Source: an optimization exercise on an open RTL-to-GDS flow (aim: small area). Production flows keep margins and buffers that such runs may drop.
Power and IR drop assume default switching activity.

v6:
// IntMem
module IntMem (
            scan_en,
            aclk,
            areset_n,
            mem_type,
            remap,
            axi_awid,
            axi_awaddr,
            axi_awlen,
            axi_awsize,
            axi_awburst,
            axi_awlock,
            axi_awcache,
            axi_awprot,
            axi_awvalid,
            axi_awready,
            axi_wdata,
            axi_wstrb,
            axi_wlast,
            axi_wvalid,
            axi_wready,
            axi_bid,
            axi_bresp,
            axi_bvalid,
            axi_bready,
           axi_arid,      
           axi_araddr,       
           axi_arlen,     
           axi_arsize,    
           axi_arburst,   
           axi_arlock,    
           axi_arcache,   
           axi_arprot,    
           axi_arvalid,   
           axi_arready,
           axi_rid,
           axi_rdata,
           axi_rresp,
           axi_rlast,
           axi_rvalid,
           axi_rready,
           mem0_cs_n,
           mem0_wr_n,
           mem0_rd_n,
           mem0_wr_byte_en,
           mem0_addr,
           mem0_wr_addr,
           mem0_din,
           mem0_dout,
           mem1_cs_n,
           mem1_wr_n,
           mem1_rd_n,
           mem1_wr_byte_en,
           mem1_addr,
           mem1_wr_addr,
           mem1_din,
           mem1_dout,
           mem2_cs_n,
           mem2_wr_n,
           mem2_rd_n,
           mem2_wr_byte_en,
           mem2_addr,
           mem2_wr_addr,
           mem2_din,
           mem2_dout 
);
==> module IntMemAdrNxt, before the edit <==
module IntMemAdrNxt
  (
    AddrIn,
    AxLEN,
    AxSIZE,
    AxBURST,
    AddrOut
  );
  input  [19 : 0] AddrIn;     
  input   [3 : 0] AxLEN;      
  input   [2 : 0] AxSIZE;     
  input   [1 : 0] AxBURST;    
  output [19 : 0] AddrOut;    
  wire fixed = (AxBURST == 2'b00);
  wire wrap  = (AxBURST == 2'b10);
  wire [3:0] mask;
  assign mask[3] = ~fixed & AxSIZE[2];
  assign mask[2] = ~fixed & (AxSIZE[2] | (AxSIZE[1] & AxSIZE[0]));
  assign mask[1] = ~fixed & (AxSIZE[2] | AxSIZE[1]);
  assign mask[0] = ~fixed & (AxSIZE[2] | AxSIZE[1] | AxSIZE[0]);
  reg  [7:0] win;
  always @(*) begin
    case (AxSIZE)
      3'd0:    win = {4'b0, AxLEN[3:0]};
      3'd1:    win = {3'b0, AxLEN[3:0], 1'b0};
      3'd2:    win = {2'b0, AxLEN[3:0], 2'b0};
      3'd3:    win = {1'b0, AxLEN[3:0], 3'b0};
      default: win = {AxLEN[3:0], 4'b0};
    endcase
  end
  wire [19:0] p = {AddrIn[19:4], AddrIn[3:0] | mask};
  wire [20:0] c;
  assign c[0] = ~fixed;
  genvar i;
  generate
    for (i = 1; i <= 20; i = i + 1) begin : g_c
      if (i < 8) begin : g_lo
        assign c[i] = c[i-1] & p[i-1] & ~(wrap & ~win[i] & ~(i < 4 ? mask[i % 4] : 1'b0));
      end else if (i == 8) begin : g_8
        assign c[i] = c[i-1] & p[i-1] & ~wrap;
      end else begin : g_hi
        assign c[i] = c[i-1] & p[i-1];
      end
    end
  endgenerate
  assign AddrOut = p ^ c[19:0];
endmodule
==> module IntMemAddrGen, before the edit <==
module IntMemAddrGen
  (
   ACLK,          
   ARESETn,       
   AxADDR,        
   AxSIZE,        
   AxBURST,       
   AxLEN,         
   AxID,          
   AxVALID,       
   AxREADY,       
   AddrOut,       
   AddrId,        
   AddrLast,      
   AddrValid,     
   DataLast,      
   xVALID,        
   xREADY,        
   AddrStart      
   );
  parameter	    ID_WIDTH   = 4;            
  parameter	    READ       = 0;
  localparam	    ID_MAX     = ID_WIDTH-1;
  input		          ACLK;
  input		          ARESETn;
  input [31:0]	    AxADDR;
  input [2:0]	      AxSIZE;
  input [1:0]	      AxBURST;
  input [7:0]	      AxLEN;
  input [ID_MAX:0]  AxID;
  input		          AxVALID;
  input		          AxREADY;
  output [31:0]	    AddrOut;
  output [ID_MAX:0] AddrId;
  output	          AddrLast;
  output	          AddrValid;
  output	          DataLast;
  input		          xVALID;
  input		          xREADY;
  output [31:16]    AddrStart;
  reg [31:0]	      AxADDRmuxr;    
  reg [19:16]	      AxADDRs;       
  reg [3:0]	        AxLENr;        
  reg [2:0]	        AxSIZEr;
  reg [1:0]	        AxBURSTr;
  reg [ID_MAX:0]    AxIDr;
  reg [7:0]	        AddrCountr;    
  reg 		          nlastr;        
  wire [19:0]       AxADDRinc;
  wire [7:0]	      AddrCount;
  wire validreq  = AxVALID & AxREADY;
  wire validresp = xVALID & xREADY;
  always @ (posedge ACLK)
    if (validreq) begin
      AxADDRs   <= AxADDR[19:16];
      AxLENr    <= AxLEN[3:0];
      AxSIZEr   <= AxSIZE;
      AxBURSTr  <= AxBURST;
    end
  assign AddrId  = validreq ? AxID : AxIDr;
  always @ (posedge ACLK or negedge ARESETn)
    if (!ARESETn)
      AxIDr   <= {ID_WIDTH{1'b0}};
    else
      AxIDr   <= AddrId;
  IntMemAdrNxt u_IntMemAdrNxt
    (.AddrIn  (AxADDRmuxr[19:0]),
     .AxLEN   (AxLENr),
     .AxSIZE  (AxSIZEr),
     .AxBURST (AxBURSTr),
     .AddrOut (AxADDRinc));
  assign AddrOut = validreq  ? AxADDR :
                   validresp ? {AxADDRmuxr[31:20], AxADDRinc} : AxADDRmuxr;
  always @ (posedge ACLK or negedge ARESETn)
    if (!ARESETn)
      AxADDRmuxr[31:20] <= 12'h000;
    else
      AxADDRmuxr[31:20] <= AddrOut[31:20];
  always @ (posedge ACLK or negedge ARESETn)
    if (!ARESETn)
      AxADDRmuxr[19:0] <= 20'h00000;
    else if (validreq | (validresp & ~DataLast))
      AxADDRmuxr[19:0] <= AddrOut[19:0];
  assign AddrStart = {AxADDRmuxr[31:20], AxADDRs};
  wire cnt_nz = (AddrCountr != 8'h0);
  assign AddrValid = validreq | (validresp & cnt_nz);
  assign AddrCount = validreq ? AxLEN : (AddrCountr - 8'h1);
  assign AddrLast  = (AddrCount == 8'h0) & AddrValid;
  always @ (posedge ACLK)
    if (validreq | validresp)
      AddrCountr <= AddrCount;
  assign DataLast = validreq ? ((AxLEN == 8'h0) & validresp) : nlastr;
  wire data_next_last = READ ? (AddrCountr == 8'h1) : (AddrCount == 8'h1);
  always @ (posedge ACLK or negedge ARESETn)
    if (!ARESETn)
      nlastr <= 1'b1;
    else
      nlastr <= validresp ? data_next_last
                          : (validreq ? (AxLEN == 8'h0) : (!xVALID & nlastr));
endmodule
==> flow/config.mk <==
export PLATFORM = sky130hd
export DESIGN_NAME = IntMem
export DESIGN_NICKNAME = IntMem
export VERILOG_FILES = /design/flow/design.v
export SDC_FILE = /design/flow/constraint.sdc
export NUM_CORES = 4
export LEC_CHECK = 0
export CAP_MARGIN = 20
export CORE_AREA = 10 10 530 530
export DIE_AREA = 0 0 540 540
export SLEW_MARGIN = 20
==> flow/constraint.sdc <==
create_clock -name core_clock -period 11.0 [get_ports {aclk}]
set_input_delay 2.2000 -clock core_clock [delete_from_list [all_inputs] [get_ports {aclk}]]
set_output_delay 2.2000 -clock core_clock [all_outputs]
set_load 0.01 [all_outputs]
standard.sh (not shown) runs the stock make flow with config.mk's settings and CLKGATE_MAP_FILE= SYNTH_SCRIPT=/design/flow/synth_recipe.tcl, a recipe that flattens the netlist after the stock synthesis.
==> flow/flow/run.sh <==
#!/bin/bash
set -euo pipefail
export BUFFER_PORTS_ARGS="-buffer_cell sky130_fd_sc_hd__buf_1"
export CTS_ARGS="-sink_clustering_enable -repair_clock_nets -dont_use_dummy_load -sink_clustering_size 12 -sink_clustering_max_diameter 60 -buf_list {sky130_fd_sc_hd__clkbuf_8}"
bash standard.sh finish > standard_flow.log 2>&1
Input-level comparison between v7 and v6:
--- a/flow/design.v
+++ b/flow/design.v
@@ -45,14 +45,16 @@
     AddrIn,
     AxLEN,
     AxSIZE,
     AxBURST,
+    Step,
     AddrOut
   );
   input  [19 : 0] AddrIn;     
   input   [3 : 0] AxLEN;      
   input   [2 : 0] AxSIZE;     
   input   [1 : 0] AxBURST;    
+  input           Step;       
   output [19 : 0] AddrOut;    
   wire fixed = (AxBURST == 2'b00);
   wire wrap  = (AxBURST == 2'b10);
   wire [3:0] mask;
@@ -69,11 +71,11 @@
       3'd3:    win = {1'b0, AxLEN[3:0], 3'b0};
       default: win = {AxLEN[3:0], 4'b0};
     endcase
   end
-  wire [19:0] p = {AddrIn[19:4], AddrIn[3:0] | mask};
+  wire [19:0] p = {AddrIn[19:4], AddrIn[3:0] | (mask & {4{Step}})};
   wire [20:0] c;
-  assign c[0] = ~fixed;
+  assign c[0] = Step & ~fixed;
   genvar i;
   generate
     for (i = 1; i <= 20; i = i + 1) begin : g_c
       if (i < 8) begin : g_lo
@@ -156,11 +158,11 @@
     (.AddrIn  (AxADDRmuxr[19:0]),
      .AxLEN   (AxLENr),
      .AxSIZE  (AxSIZEr),
      .AxBURST (AxBURSTr),
+     .Step    (validresp),
      .AddrOut (AxADDRinc));
-  assign AddrOut = validreq  ? AxADDR :
-                   validresp ? {AxADDRmuxr[31:20], AxADDRinc} : AxADDRmuxr;
+  assign AddrOut = validreq  ? AxADDR : {AxADDRmuxr[31:20], AxADDRinc};
   always @ (posedge ACLK or negedge ARESETn)
     if (!ARESETn)
       AxADDRmuxr[31:20] <= 12'h000;
     else
@@ -172,13 +174,12 @@
       AxADDRmuxr[19:0] <= AddrOut[19:0];
   assign AddrStart = {AxADDRmuxr[31:20], AxADDRs};
   wire cnt_nz = (AddrCountr != 8'h0);
   assign AddrValid = validreq | (validresp & cnt_nz);
-  assign AddrCount = validreq ? AxLEN : (AddrCountr - 8'h1);
+  assign AddrCount = validreq ? AxLEN : (AddrCountr - {7'b0, validresp});
   assign AddrLast  = (AddrCount == 8'h0) & AddrValid;
   always @ (posedge ACLK)
-    if (validreq | validresp)
-      AddrCountr <= AddrCount;
+    AddrCountr <= AddrCount;
   assign DataLast = validreq ? ((AxLEN == 8'h0) & validresp) : nlastr;
   wire data_next_last = READ ? (AddrCountr == 8'h1) : (AddrCount == 8'h1);
   always @ (posedge ACLK or negedge ARESETn)
     if (!ARESETn)
Findings:
- The flow completed for v7, but it is not clean: the layout still shows negative setup slack.
- The maximum VDD drop of v7 was superior to that of v6.
- Diff v6 -> v7: portion of total power attributed to the clock network -0.2 points; met2 routing resource usage after global routing went down by 1.7 points; multiplexer fraction of the synthesized cell area went up 0.21 points; fill cell instance count of the final layout dropped 133; length in cells of the worst reg-to-reg path higher.
- Number of multi-input combinational cells in the layout: higher on v6
- v7 vs v6 — insertion delay to the later sink of the worst-skew pair rose 0.04 ns.
No run of this note included a check of the RTL's function; only the layout flow was run.

==> afterwards: timing with drivers on the ports <==
Ports are ideal in the flow. The routed layouts listed here were re-timed in OpenROAD. Step 1: set_driving_cell puts a clkbuf_16 on aclk and a buf_2 on each other input, an assumption about the parent block. Step 2 times the ports against the registers' clock, not the clock port: input delays grow and output delays shrink by t, the midpoint of the rising clock arrivals with the driver on. Three values: ideal ports, drivers, drivers and shift; two values: the first two.
run	t, ns	setup slack, ns	worst data-port slew with drivers (ns)
v6	0.691	0.471 / 0.411 / 1.102	0.71
v7	0.756	-0.577 / -0.661 / -0.661	0.46
The setup slack of v7, which loses most, moves by -0.084 ns with the drivers and by -0.084 ns with both steps.
